Background: an optimization exercise with open tools, aiming at a short achievable clock period and few clock cycles. Do not read the settings as production practice.
Function was checked by simulation only, so behaviour that the tests miss may differ from the original.
The flow treats the clock pin as an ideal source. Dropping or thinning the clock tree relies on that and would not hold on a real chip.
Power is estimated from default activity; no workload was simulated.

==> trial 61: inputs <==
==> flow/design.v (excerpt) <==
module core_risc_v #(parameter DATA_WIDTH = 32, parameter ADDR_WIDTH = 32)(
	input clk_O,
	input rst,
	output [(ADDR_WIDTH-1):0] PC,
	input [31:0] Instr_out,
	input [(DATA_WIDTH-1):0] data_o_map,
	output MemWrite,
	output MemRead,
	output [(ADDR_WIDTH-1):0] Result,
	output [(DATA_WIDTH-1):0] rd2
);
localparam [31:0] RESET_PC = 32'h0040_0000;
localparam [31:0] RESET_SP = 32'h7FFF_EFFC;
localparam BTB_N  = 16;                 
localparam BTB_PW = 4;                  
localparam BTB_TW = 14;                 
localparam BTB_LB = 14;                 
reg [31:0] pc_f;
reg        v_d;
reg [31:0] ir_d, pc_d, pn_d;
reg        hit_d;
reg        v_e;
reg [31:0] pc4_e, tgt_e, jchk_e, imm_e, idres_e, op1_e, op2_e;
reg [4:0]  rd_e;
reg        we_e, isB_e, isJAL_e, isJALR_e, isL_e, isS_e, isMul_e, srcB_e;
reg        f3eq_e, f3ne_e, pn_is_pc4_e, pn_is_tgt_e;
reg        f1_e, f2_e;                  
reg [31:0] mop1_en, mop2_en;
reg        mf1_en, mf2_en;
reg [31:0] res_mx;                      
reg        op_add_e, op_sub_e, op_sll_e, op_slt_e, op_sltu_e, op_xor_e,
           op_srl_e, op_or_e, op_and_e, op_id_e;
reg        ctl_e;                       
reg [BTB_TW-1:0] btag_e;
reg [31:0] res_mn, st_m, ms_m, mc_m;    
reg        mr_m, we_m, isMul_m;
wire [31:0] res_m = ~res_mn;
reg [31:0] pc_o, res_o;
reg        mw_o, mr_o;
reg [4:0]  rd_m;
reg [31:0] rf [1:31];
reg [31:1] rfv;
reg              btb_v   [0:BTB_N-1];
reg [BTB_TW-1:0] btb_tag [0:BTB_N-1];
reg [BTB_LB-1:0] btb_tgt [0:BTB_N-1];
reg              bu_en, bu_v;
reg [BTB_TW-1:0] bu_tag;
  ...
==> flow/config.mk <==
export PLATFORM = sky130hd
export DESIGN_NAME = core_risc_v
export DESIGN_NICKNAME = core_risc_v
export VERILOG_FILES = /design/flow/design.v
export SDC_FILE = /design/flow/constraint.sdc
export NUM_CORES = 8
export LEC_CHECK = 0
export ABC_CLOCK_PERIOD_IN_PS = 5000
export CAP_MARGIN = 20
export CORE_MARGIN = 2
export CORE_UTILIZATION = 60
export CTS_CLUSTER_DIAMETER = 80
export CTS_CLUSTER_SIZE = 30
export PLACE_DENSITY = 0.7
export SLEW_MARGIN = 20
export SYNTH_HIERARCHICAL = 1
==> flow/constraint.sdc <==
create_clock -name core_clock -period 25.0 [get_ports {clk_O}]
set_input_delay 5.0000 -clock core_clock [delete_from_list [all_inputs] [get_ports {clk_O}]]
set_output_delay 5.0000 -clock core_clock [all_outputs]
set_load 0.01 [all_outputs]
standard.sh (not shown) runs the stock make flow with config.mk's settings and CLKGATE_MAP_FILE= SYNTH_SCRIPT=/design/flow/synth_recipe.tcl, a recipe that flattens the netlist after the stock synthesis.
==> flow/flow/run.sh <==
#!/bin/bash
# Layout flow: the standard ORFS flow (standard synthesis unchanged), with
#  - a larger repair_timing setup margin so that the optimiser keeps improving
#    paths that already meet the 25 ns constraint,
#  - unrestricted cell footprints for sizing and buf_4 port buffers,
#  - after global placement, each register that drives an output port moved
#    next to that port's buffer (legalised by the flow's detailed placement),
#  - the clock tree built by flow/clock_tree.tcl (balanced 3-level tree,
#    lower insertion delay than TritonCTS's H-tree) instead of ORFS's CTS;
#    global routing, detailed routing and finishing are ORFS's.
set -uo pipefail
VARS=(SETUP_SLACK_MARGIN=19 MATCH_CELL_FOOTPRINT=0 "BUFFER_PORTS_ARGS=-buffer_cell sky130_fd_sc_hd__buf_4")
RES=$PWD/orfs/results/sky130hd/core_risc_v/base
PLAT=$FLOW_HOME/platforms/sky130hd
bash standard.sh synth > synth.log 2>&1 || exit 1
bash standard.sh 3_3_place_gp "${VARS[@]}" > place_gp.log 2>&1 || exit 1
MOVE_IN=$RES/3_3_place_gp.odb MOVE_OUT=$RES/3_3_place_gp.odb \
  openroad -no_init -exit flow/move_out_ffs.tcl > move.log 2>&1 || exit 1
bash standard.sh place "${VARS[@]}" > place.log 2>&1 || exit 1
DONT_USE=$(sed -n '/^export DONT_USE_CELLS/,/^$/p' $PLAT/config.mk | grep -o 'sky130_fd_sc_hd__[a-z0-9_]*' | sort -u | tr '\n' ' ')
CTS_IN=$RES/3_place.odb CTS_SDC=$RES/3_place.sdc \
CTS_OUT=$RES/4_1_cts.odb CTS_SDC_OUT=$RES/4_cts.sdc \
LEAF_SIZE=17 MIDS=16 ROOTS=4 \
LEAF_CELL=sky130_fd_sc_hd__clkbuf_16 MID_CELL=sky130_fd_sc_hd__clkbuf_16 \
PLATFORM_DIR=$PLAT LIB=$PLAT/lib/sky130_fd_sc_hd__tt_025C_1v80.lib \
DONT_USE="$DONT_USE" SETUP_MARGIN=19 \
  openroad -no_init -exit flow/clock_tree.tcl > clock_tree.log 2>&1 || exit 1
bash standard.sh finish "${VARS[@]}" > layout.log 2>&1
Other scripts of this flow, unchanged in this note and not shown: flow/flow/clock_tree.tcl, flow/flow/move_out_ffs.tcl
==> inputs of trial 55, as changes to trial 61 <==
--- a/flow/design.v
+++ b/flow/design.v
@@ -521,10 +521,13 @@
            op_srl_e, op_or_e, op_and_e, op_id_e;
 reg        ctl_e;                       
 reg [BTB_TW-1:0] btag_e;
 reg [31:0] res_mn, st_m, ms_m, mc_m;    
 reg        mr_m, we_m, isMul_m;
+reg [31:0] wbv;
+reg [4:0]  rd_w;
+reg        we_w;
 wire [31:0] res_m = ~res_mn;
 reg [31:0] pc_o, res_o;
 reg        mw_o, mr_o;
 reg [4:0]  rd_m;
 reg [31:0] rf [1:31];
@@ -602,12 +605,14 @@
 wire [31:0] idres_d = isLUI_d ? immU_d : isAUIPC_d ? tgt_d : pc4_d;
 wire [31:0] rr1_d = rfv[rs1_d] ? rf[rs1_d] : (rs1_d == 5'd2) ? RESET_SP : 32'd0;
 wire [31:0] rr2_d = rfv[rs2_d] ? rf[rs2_d] : (rs2_d == 5'd2) ? RESET_SP : 32'd0;
 wire        bp1_d = we_m && (rd_m == rs1_d);
 wire        bp2_d = we_m && (rd_m == rs2_d);
-wire [31:0] op1_d = (rs1_d == 5'd0) ? 32'd0 : bp1_d ? mval : rr1_d;
-wire [31:0] op2_d = (rs2_d == 5'd0) ? 32'd0 : bp2_d ? mval : rr2_d;
+wire        bw1_d = we_w && (rd_w == rs1_d);
+wire        bw2_d = we_w && (rd_w == rs2_d);
+wire [31:0] op1_d = (rs1_d == 5'd0) ? 32'd0 : bp1_d ? mval : bw1_d ? wbv : rr1_d;
+wire [31:0] op2_d = (rs2_d == 5'd0) ? 32'd0 : bp2_d ? mval : bw2_d ? wbv : rr2_d;
 wire        f1_d  = we_e && v_e && (rd_e == rs1_d);
 wire        f2_d  = we_e && v_e && (rd_e == rs2_d);
 wire stall_d = v_d && v_e && we_e && (isL_e || isMul_e) &&
                ((use1_d && rd_e == rs1_d) || (use2_d && rd_e == rs2_d));
 wire [31:0] jchk_d = pn_d - imm_d;
@@ -654,10 +659,11 @@
 		v_d     <= 1'b0;
 		v_e     <= 1'b0;
 		mr_m    <= 1'b0;
 		we_m    <= 1'b0;
 		isMul_m <= 1'b0;
+		we_w    <= 1'b0;
 		bu_en   <= 1'b0;
 	end else begin
 		pc_f <= pc_nx;
 		if (mis_e)
 			v_d <= 1'b0;
@@ -665,10 +671,11 @@
 			v_d <= !redir_d;
 		v_e <= v_d && !mis_e && !stall_d;
 		mr_m    <= v_e && isL_e;
 		we_m    <= v_e && we_e;
 		isMul_m <= v_e && isMul_e;
+		we_w    <= we_m;
 		bu_en <= v_e && (ctl_e || ~pn_is_pc4_e);
 	end
 end
 always @(posedge clk_O) begin
 	if (!stall_d) begin
@@ -723,24 +730,26 @@
 	mw_o  <= v_e && isS_e;
 	mr_o  <= v_e && isL_e;
 	st_m  <= B2;
 	rd_m  <= rd_e;
 	ms_m  <= ms_e;
+	wbv   <= mval;
+	rd_w  <= rd_m;
 	mc_m  <= mc_e;
 	bu_tag <= btag_e;
 	bu_tgt <= rtgt_e[BTB_LB-1:0];
 	bu_v   <= ctl_e & (taken_e | isJALR_e | ~isB_e);
 end
 always @(posedge clk_O or posedge rst) begin
 	if (rst)
 		rfv <= 31'd0;
-	else if (we_m)
-		rfv[rd_m] <= 1'b1;
+	else if (we_w)
+		rfv[rd_w] <= 1'b1;
 end
 always @(posedge clk_O) begin
-	if (we_m)
-		rf[rd_m] <= mval;
+	if (we_w)
+		rf[rd_w] <= wbv;
 end
 reg [BTB_N-1:0] u_way;
 integer j;
 always @* begin
 	for (j = 0; j < BTB_N; j = j + 1)
==> comparison <==
Of trial 55 and trial 61, trial 55 has the higher first-iteration DRC count (gap 2.9%, measured against trial 61).
Against trial 55, the via count of trial 61 is larger by 0.54%.
Wire length: trial 55 is lower than trial 61 (0.34%).
In trial 55 the clock power is higher than in trial 61, by about 2%.
Core utilization: trial 61 is lower than trial 55 (0.27 points).
In trial 61 the clock skew is lower than in trial 55, by 0.015 ns.
Testbench counts of trial 61, summed over its fixed seeds: cycles 51,191.
Testbench counts of trial 55, summed over its fixed seeds: cycles 51,191.
In every run of this note, the design's own scripts or RTL, not TritonCTS, make the clock network.


==> build 93 <==
core_risc_v, a different RTL version from the one above (not shown whole).
export LEC_CHECK = 0
export ABC_CLOCK_PERIOD_IN_PS = 5000
export CAP_MARGIN = 20
export CORE_MARGIN = 2
export CORE_UTILIZATION = 60
export PLACE_DENSITY = 0.7
export SLEW_MARGIN = 20
export SYNTH_HIERARCHICAL = 1
create_clock -name core_clock -period 25.0 [get_ports {clk_O}]
==> flow/flow/run.sh <==
#!/bin/bash
# Layout flow: the standard ORFS flow (standard synthesis unchanged), with
#  - a larger repair_timing setup margin so that the optimiser keeps improving
#    paths that already meet the 25 ns constraint,
#  - unrestricted cell footprints for sizing and buf_4 port buffers,
#  - after global placement, each register that drives an output port moved
#    next to that port's buffer (legalised by the flow's detailed placement).
set -uo pipefail
VARS=(SETUP_SLACK_MARGIN=19 MATCH_CELL_FOOTPRINT=0 "BUFFER_PORTS_ARGS=-buffer_cell sky130_fd_sc_hd__buf_4")
RES=$PWD/orfs/results/sky130hd/core_risc_v/base
bash standard.sh synth > synth.log 2>&1 || exit 1
bash standard.sh 3_3_place_gp "${VARS[@]}" > place_gp.log 2>&1 || exit 1
MOVE_IN=$RES/3_3_place_gp.odb MOVE_OUT=$RES/3_3_place_gp.odb \
  openroad -no_init -exit flow/move_out_ffs.tcl > move.log 2>&1 || exit 1
bash standard.sh finish "${VARS[@]}" > layout.log 2>&1
==> flow/flow/move_out_ffs.tcl <==
# Move each register that drives an output-port buffer next to that buffer,
# so the register-to-port path has a short wire.  Legalised later by the
# flow's detailed placement.
read_db $::env(MOVE_IN)
set block [ord::get_db_block]
set n 0
foreach bterm [$block getBTerms] {
  if { [$bterm getIoType] != "OUTPUT" } { continue }
  set net [$bterm getNet]
  if { $net == "NULL" } { continue }
  set buf ""
  foreach it [$net getITerms] {
    if { [$it isOutputSignal] } { set buf [$it getInst] }
  }
  if { $buf == "" } { continue }
  set ff ""
  foreach it [$buf getITerms] {
    if { [$it isInputSignal] && [$it getNet] != "NULL" } {
      foreach it2 [[$it getNet] getITerms] {
        if { [$it2 isOutputSignal] } { set ff [$it2 getInst] }
      }
    }
  }
  if { $ff == "" } { continue }
  set m [[$ff getMaster] getName]
  if { ![string match "*df*" $m] } { continue }
  set loc [$buf getLocation]
  $ff setLocation [lindex $loc 0] [lindex $loc 1]
  incr n
}
puts "moved $n output registers"
write_db $::env(MOVE_OUT)
==> inputs of build 55, as changes to build 93 <==
--- a/flow/design.v
+++ b/flow/design.v
@@ -498,13 +498,13 @@
 	output [(ADDR_WIDTH-1):0] Result,
 	output [(DATA_WIDTH-1):0] rd2
 );
 localparam [31:0] RESET_PC = 32'h0040_0000;
 localparam [31:0] RESET_SP = 32'h7FFF_EFFC;
-localparam BTB_N  = 16;                 
-localparam BTB_PW = 4;                  
-localparam BTB_TW = 14;                 
+localparam BTB_IW = 6;                  
+localparam BTB_N  = 1 << BTB_IW;
+localparam BTB_TW = 6;                  
 localparam BTB_LB = 14;                 
 reg [31:0] pc_f;
 reg        v_d;
 reg [31:0] ir_d, pc_d, pn_d;
 reg        hit_d;
@@ -518,45 +518,37 @@
 reg        mf1_en, mf2_en;
 reg [31:0] res_mx;                      
 reg        op_add_e, op_sub_e, op_sll_e, op_slt_e, op_sltu_e, op_xor_e,
            op_srl_e, op_or_e, op_and_e, op_id_e;
 reg        ctl_e;                       
+reg [BTB_IW-1:0] bidx_e;
 reg [BTB_TW-1:0] btag_e;
 reg [31:0] res_mn, st_m, ms_m, mc_m;    
 reg        mr_m, we_m, isMul_m;
 wire [31:0] res_m = ~res_mn;
 reg [31:0] pc_o, res_o;
 reg        mw_o, mr_o;
 reg [4:0]  rd_m;
 reg [31:0] rf [1:31];
-reg [31:0] rfv;
+reg [31:1] rfv;
 reg              btb_v   [0:BTB_N-1];
 reg [BTB_TW-1:0] btb_tag [0:BTB_N-1];
 reg [BTB_LB-1:0] btb_tgt [0:BTB_N-1];
 reg              bu_en, bu_v;
+reg [BTB_IW-1:0] bu_idx;
 reg [BTB_TW-1:0] bu_tag;
-reg [BTB_PW-1:0] btb_ptr;               
 reg [BTB_LB-1:0] bu_tgt;
 assign PC       = pc_o;
 assign Result   = res_o;
 assign rd2      = st_m;
 assign MemWrite = mw_o;
 assign MemRead  = mr_o;
-wire [BTB_TW-1:0] f_tag = pc_f[2 +: BTB_TW];
-reg  [BTB_N-1:0]  f_way;
-reg  [BTB_LB-1:0] f_tgt;
-integer k;
-always @* begin
-	f_tgt = {BTB_LB{1'b0}};
-	for (k = 0; k < BTB_N; k = k + 1) begin
-		f_way[k] = btb_v[k] && (btb_tag[k] == f_tag);
-		f_tgt = f_tgt | ({BTB_LB{f_way[k]}} & btb_tgt[k]);
-	end
-end
-wire              f_hit = |f_way;
+wire [BTB_IW-1:0] f_idx = pc_f[2 +: BTB_IW];
+wire [BTB_TW-1:0] f_tag = pc_f[2+BTB_IW +: BTB_TW];
+wire              f_hit = btb_v[f_idx] && (btb_tag[f_idx] == f_tag);
 wire [31:0]       pc4_f = pc_f + 32'd4;
-wire [31:0]       pn_f  = f_hit ? {pc_f[31:BTB_LB], f_tgt} : pc4_f;
+wire [31:0]       pn_f  = f_hit ? {pc_f[31:BTB_LB], btb_tgt[f_idx]} : pc4_f;
 wire [31:0] mprod_m;
 mul_stage2 MUL2(.s(ms_m), .c(mc_m), .p(mprod_m));
 wire [31:0] mval = mr_m ? data_o_map : isMul_m ? mprod_m : res_m;
 wire [6:0] op_d  = ir_d[6:0];
 wire [4:0] rd_d  = ir_d[11:7];
@@ -609,30 +601,15 @@
 wire        f1_d  = we_e && v_e && (rd_e == rs1_d);
 wire        f2_d  = we_e && v_e && (rd_e == rs2_d);
 wire stall_d = v_d && v_e && we_e && (isL_e || isMul_e) &&
                ((use1_d && rd_e == rs1_d) || (use2_d && rd_e == rs2_d));
 wire [31:0] jchk_d = pn_d - imm_d;
-wire [31:0] dpn_d    = pn_d - pc_d;
-wire pn_is_pc4_d = (dpn_d == 32'd4);
-wire pn_is_tgt_d = (dpn_d == poff_d);
+wire pn_is_pc4_d = (pn_d == pc4_d);
+wire pn_is_tgt_d = (pn_d == tgt_d);
 wire bcond_d     = isB_d & (f3_d[2:1] == 2'b00);           
+wire redir_d     = v_d && !hit_d && (isJAL_d || (bcond_d && immB_d[31]));
 wire off4_d      = (poff_d == 32'd4);
-wire raw1_d = !bp1_d && !f1_d;
-wire raw2_d = !bp2_d && !f2_d;
-wire eqr_d  = (rr1_d == rr2_d);
-wire brdy_d = bcond_d && raw1_d && raw2_d;
-wire btk_d  = f3_d[0] ? ~eqr_d : eqr_d;
-wire jrdy_d = isJALR_d && raw1_d;
-wire jok_d  = (rr1_d == jchk_d);
-wire [31:0] jt_d = rr1_d + imm_d;
-wire rjal_d  = isJAL_d && !pn_is_tgt_d;
-wire rbr_d   = brdy_d && (btk_d ? !pn_is_tgt_d : !pn_is_pc4_d);
-wire rbtfn_d = bcond_d && !brdy_d && !hit_d && immB_d[31];
-wire rjr_d   = jrdy_d && !jok_d;
-wire redir_d = v_d && (rjal_d || rbr_d || rbtfn_d || rjr_d);
-wire rnt_d   = rbr_d && !btk_d;             
-wire [31:0] rdt_d = rjr_d ? jt_d : rnt_d ? pc4_d : tgt_d;
 wire [31:0] A   = f1_e ? res_m : op1_e;
 wire [31:0] B2  = f2_e ? res_m : op2_e;
 wire [31:0] B   = srcB_e ? imm_e : B2;
 wire [31:0] sum   = A + B;
 wire [31:0] diff  = A - B;
@@ -659,11 +636,11 @@
 wire [31:0] rtgt_e = (taken_e | isJAL_e) ? tgt_e : isJALR_e ? sum : pc4_e;
 wire [31:0] MA = ~mf1_en ? res_mx : ~mop1_en;
 wire [31:0] MB = ~mf2_en ? res_mx : ~mop2_en;
 wire [31:0] ms_e, mc_e;
 mul_stage1 MUL1(.a(MA), .b(MB), .s(ms_e), .c(mc_e));
-wire [31:0] pc_nx = mis_e ? rtgt_e : stall_d ? pc_f : redir_d ? rdt_d : pn_f;
+wire [31:0] pc_nx = mis_e ? rtgt_e : stall_d ? pc_f : redir_d ? tgt_d : pn_f;
 always @(posedge clk_O or posedge rst) begin
 	if (rst) begin
 		pc_f    <= RESET_PC;
 		v_d     <= 1'b0;
 		v_e     <= 1'b0;
@@ -690,13 +667,13 @@
 		pc_d  <= pc_f;
 		pn_d  <= pn_f;
 		hit_d <= f_hit;
 		pc4_e     <= pc4_d;
 		tgt_e     <= tgt_d;
-		jchk_e    <= (redir_d && rjr_d) ? rr1_d : jchk_d;
-		pn_is_pc4_e <= redir_d ? (rnt_d | off4_d) : pn_is_pc4_d;
-		pn_is_tgt_e <= redir_d ? (~rnt_d | off4_d) : pn_is_tgt_d;
+		jchk_e    <= jchk_d;
+		pn_is_pc4_e <= redir_d ? off4_d : pn_is_pc4_d;
+		pn_is_tgt_e <= redir_d ? 1'b1 : pn_is_tgt_d;
 		imm_e     <= imm_d;
 		idres_e   <= idres_d;
 		op1_e     <= op1_d;
 		op2_e     <= op2_d;
 		f1_e      <= f1_d;
@@ -725,11 +702,12 @@
 		op_srl_e  <= op_srl_d;
 		op_or_e   <= op_or_d;
 		op_and_e  <= op_and_d;
 		op_id_e   <= op_id_d;
 		ctl_e     <= isB_d | isJAL_d | isJALR_d;
-		btag_e    <= pc_d[2 +: BTB_TW];
+		bidx_e    <= pc_d[2 +: BTB_IW];
+		btag_e    <= pc_d[2+BTB_IW +: BTB_TW];
 	end
 	res_mn <= ~alu_res;
 	pc_o  <= rst ? RESET_PC : pc_nx;
 	res_o <= alu_res;
 	if (isMul_d)
@@ -738,52 +716,36 @@
 	mr_o  <= v_e && isL_e;
 	st_m  <= B2;
 	rd_m  <= rd_e;
 	ms_m  <= ms_e;
 	mc_m  <= mc_e;
+	bu_idx <= bidx_e;
 	bu_tag <= btag_e;
 	bu_tgt <= rtgt_e[BTB_LB-1:0];
 	bu_v   <= ctl_e & (taken_e | isJALR_e | ~isB_e);
 end
 always @(posedge clk_O or posedge rst) begin
 	if (rst)
-		rfv <= 32'd0;
+		rfv <= 31'd0;
 	else if (we_m)
 		rfv[rd_m] <= 1'b1;
 end
 always @(posedge clk_O) begin
 	if (we_m)
 		rf[rd_m] <= mval;
 end
-reg [BTB_N-1:0] u_way;
 integer j;
-always @* begin
-	for (j = 0; j < BTB_N; j = j + 1)
-		u_way[j] = btb_v[j] && (btb_tag[j] == bu_tag);
-end
-wire u_hit = |u_way;
-wire u_alloc = bu_en && !u_hit && bu_v;
 always @(posedge clk_O or posedge rst) begin
 	if (rst) begin
 		for (j = 0; j < BTB_N; j = j + 1)
 			btb_v[j] <= 1'b0;
-		btb_ptr <= {BTB_PW{1'b0}};
-	end else begin
-		for (j = 0; j < BTB_N; j = j + 1) begin
-			if (bu_en && u_way[j])
-				btb_v[j] <= bu_v;
-			else if (u_alloc && btb_ptr == j)
-				btb_v[j] <= 1'b1;
-		end
-		if (u_alloc)
-			btb_ptr <= btb_ptr + 1'b1;
+	end else if (bu_en) begin
+		btb_v[bu_idx] <= bu_v;
 	end
 end
 always @(posedge clk_O) begin
-	for (j = 0; j < BTB_N; j = j + 1) begin
-		if ((bu_en && u_way[j]) || (u_alloc && btb_ptr == j)) begin
-			btb_tag[j] <= bu_tag;
-			btb_tgt[j] <= bu_tgt;
-		end
+	if (bu_en) begin
+		btb_tag[bu_idx] <= bu_tag;
+		btb_tgt[bu_idx] <= bu_tgt;
 	end
 end
 endmodule
==> inputs of build 35, as changes to build 93 <==
--- a/flow/design.v
+++ b/flow/design.v
@@ -526,11 +526,11 @@
 wire [31:0] res_m = ~res_mn;
 reg [31:0] pc_o, res_o;
 reg        mw_o, mr_o;
 reg [4:0]  rd_m;
 reg [31:0] rf [1:31];
-reg [31:0] rfv;
+reg [31:1] rfv;
 reg              btb_v   [0:BTB_N-1];
 reg [BTB_TW-1:0] btb_tag [0:BTB_N-1];
 reg [BTB_LB-1:0] btb_tgt [0:BTB_N-1];
 reg              bu_en, bu_v;
 reg [BTB_TW-1:0] bu_tag;
@@ -613,26 +613,12 @@
 wire [31:0] jchk_d = pn_d - imm_d;
 wire [31:0] dpn_d    = pn_d - pc_d;
 wire pn_is_pc4_d = (dpn_d == 32'd4);
 wire pn_is_tgt_d = (dpn_d == poff_d);
 wire bcond_d     = isB_d & (f3_d[2:1] == 2'b00);           
+wire redir_d     = v_d && !hit_d && (isJAL_d || (bcond_d && immB_d[31]));
 wire off4_d      = (poff_d == 32'd4);
-wire raw1_d = !bp1_d && !f1_d;
-wire raw2_d = !bp2_d && !f2_d;
-wire eqr_d  = (rr1_d == rr2_d);
-wire brdy_d = bcond_d && raw1_d && raw2_d;
-wire btk_d  = f3_d[0] ? ~eqr_d : eqr_d;
-wire jrdy_d = isJALR_d && raw1_d;
-wire jok_d  = (rr1_d == jchk_d);
-wire [31:0] jt_d = rr1_d + imm_d;
-wire rjal_d  = isJAL_d && !pn_is_tgt_d;
-wire rbr_d   = brdy_d && (btk_d ? !pn_is_tgt_d : !pn_is_pc4_d);
-wire rbtfn_d = bcond_d && !brdy_d && !hit_d && immB_d[31];
-wire rjr_d   = jrdy_d && !jok_d;
-wire redir_d = v_d && (rjal_d || rbr_d || rbtfn_d || rjr_d);
-wire rnt_d   = rbr_d && !btk_d;             
-wire [31:0] rdt_d = rjr_d ? jt_d : rnt_d ? pc4_d : tgt_d;
 wire [31:0] A   = f1_e ? res_m : op1_e;
 wire [31:0] B2  = f2_e ? res_m : op2_e;
 wire [31:0] B   = srcB_e ? imm_e : B2;
 wire [31:0] sum   = A + B;
 wire [31:0] diff  = A - B;
@@ -659,11 +645,11 @@
 wire [31:0] rtgt_e = (taken_e | isJAL_e) ? tgt_e : isJALR_e ? sum : pc4_e;
 wire [31:0] MA = ~mf1_en ? res_mx : ~mop1_en;
 wire [31:0] MB = ~mf2_en ? res_mx : ~mop2_en;
 wire [31:0] ms_e, mc_e;
 mul_stage1 MUL1(.a(MA), .b(MB), .s(ms_e), .c(mc_e));
-wire [31:0] pc_nx = mis_e ? rtgt_e : stall_d ? pc_f : redir_d ? rdt_d : pn_f;
+wire [31:0] pc_nx = mis_e ? rtgt_e : stall_d ? pc_f : redir_d ? tgt_d : pn_f;
 always @(posedge clk_O or posedge rst) begin
 	if (rst) begin
 		pc_f    <= RESET_PC;
 		v_d     <= 1'b0;
 		v_e     <= 1'b0;
@@ -690,13 +676,13 @@
 		pc_d  <= pc_f;
 		pn_d  <= pn_f;
 		hit_d <= f_hit;
 		pc4_e     <= pc4_d;
 		tgt_e     <= tgt_d;
-		jchk_e    <= (redir_d && rjr_d) ? rr1_d : jchk_d;
-		pn_is_pc4_e <= redir_d ? (rnt_d | off4_d) : pn_is_pc4_d;
-		pn_is_tgt_e <= redir_d ? (~rnt_d | off4_d) : pn_is_tgt_d;
+		jchk_e    <= jchk_d;
+		pn_is_pc4_e <= redir_d ? off4_d : pn_is_pc4_d;
+		pn_is_tgt_e <= redir_d ? 1'b1 : pn_is_tgt_d;
 		imm_e     <= imm_d;
 		idres_e   <= idres_d;
 		op1_e     <= op1_d;
 		op2_e     <= op2_d;
 		f1_e      <= f1_d;
@@ -744,11 +730,11 @@
 	bu_tgt <= rtgt_e[BTB_LB-1:0];
 	bu_v   <= ctl_e & (taken_e | isJALR_e | ~isB_e);
 end
 always @(posedge clk_O or posedge rst) begin
 	if (rst)
-		rfv <= 32'd0;
+		rfv <= 31'd0;
 	else if (we_m)
 		rfv[rd_m] <= 1'b1;
 end
 always @(posedge clk_O) begin
 	if (we_m)
CORE_UTILIZATION = 72   (was 60)
CTS_CLUSTER_DIAMETER = 80   (was unset)
CTS_CLUSTER_SIZE = 30   (was unset)
PLACE_DENSITY = 0.8   (was 0.7)
==> comparison table <==
metric                                                        build 93        build 35             build 55
Status                                no timing/DRC/antenna violations  did not finish  no timing/DRC/antenna violations
Stage where the flow stopped                                         -  global routing                    -
Number of antenna diodes                                            33               -                   22
Tap cell instance count                                           2854               -                 3515
TritonCTS sink count                                              2210            2209                 3081
Timing-limited maximum frequency                               155 MHz               -              157 MHz
DR top layer                                                      met5               -                 met5
Setup violators final                                                0               -                    0
CTS tree                                                         built               -                built
Clock-cell share                                                 5.13%               -                6.03%
Gp weighted congestion                                            1.06            1.06                 1.04
Total number of sequential cells                                  2210               -                 3081
Pwr top                                               sequential cells               -     sequential cells
Overall power after layout                                     12.9 mW               -              15.9 mW
Post-CTS repair timing setup buffer count                          103               2                    8
Fraction of power consumed by combinational cells                35.7%               -                27.0%
Detail Route met2 WL                                            228 mm               -               247 mm
H-Tree Depth                                                         4               3                    5
X dimension of the die                                     472 microns     426 microns          517 microns
Source of the worst hold timing path               btag_e[6]$_DFFE_PN_               -  bidx_e[0]$_DFFE_PN_
Testbench counts of build 93, summed over its fixed seeds: cycles 50,860.
Testbench counts of build 55, summed over its fixed seeds: cycles 51,248.
Testbench counts of build 35, summed over its fixed seeds: cycles 51,191.

## port drivers added, routing unchanged
The results above use ideal ports. As a check the final layouts listed here were re-extracted and re-timed, cells and wires unchanged.
Step 1 sets driving cells, clkbuf_16 on the clock port and buf_2 on the other inputs (assumed; they add their load-dependent delay and slew).
Step 2, shift: input delay + t, output delay - t, t = (earliest + latest rising clock arrival at the registers) / 2. This alone moves slack from input paths to output paths.
a / b / c = no drivers / after step 1 / after step 2; a / b = the first two.
run	shift t [ns]	setup WS [ns]	worst setup path at the end	pins driven straight from the clock port
trial 61	0.794	18.889 / 18.707 / 18.382	input to register	4
trial 55	0.822	18.863 / 18.656 / 18.567	input to register	4
build 93	1.007	18.538 / 18.517 / 18.010	input to register	1
build 55	1.026	18.613 / 18.509 / 18.197	input to register	1
After both steps setup and hold are still met in every run listed. The setup slack of build 93, which loses most, moves by -0.021 ns with the drivers and by -0.528 ns with both steps.
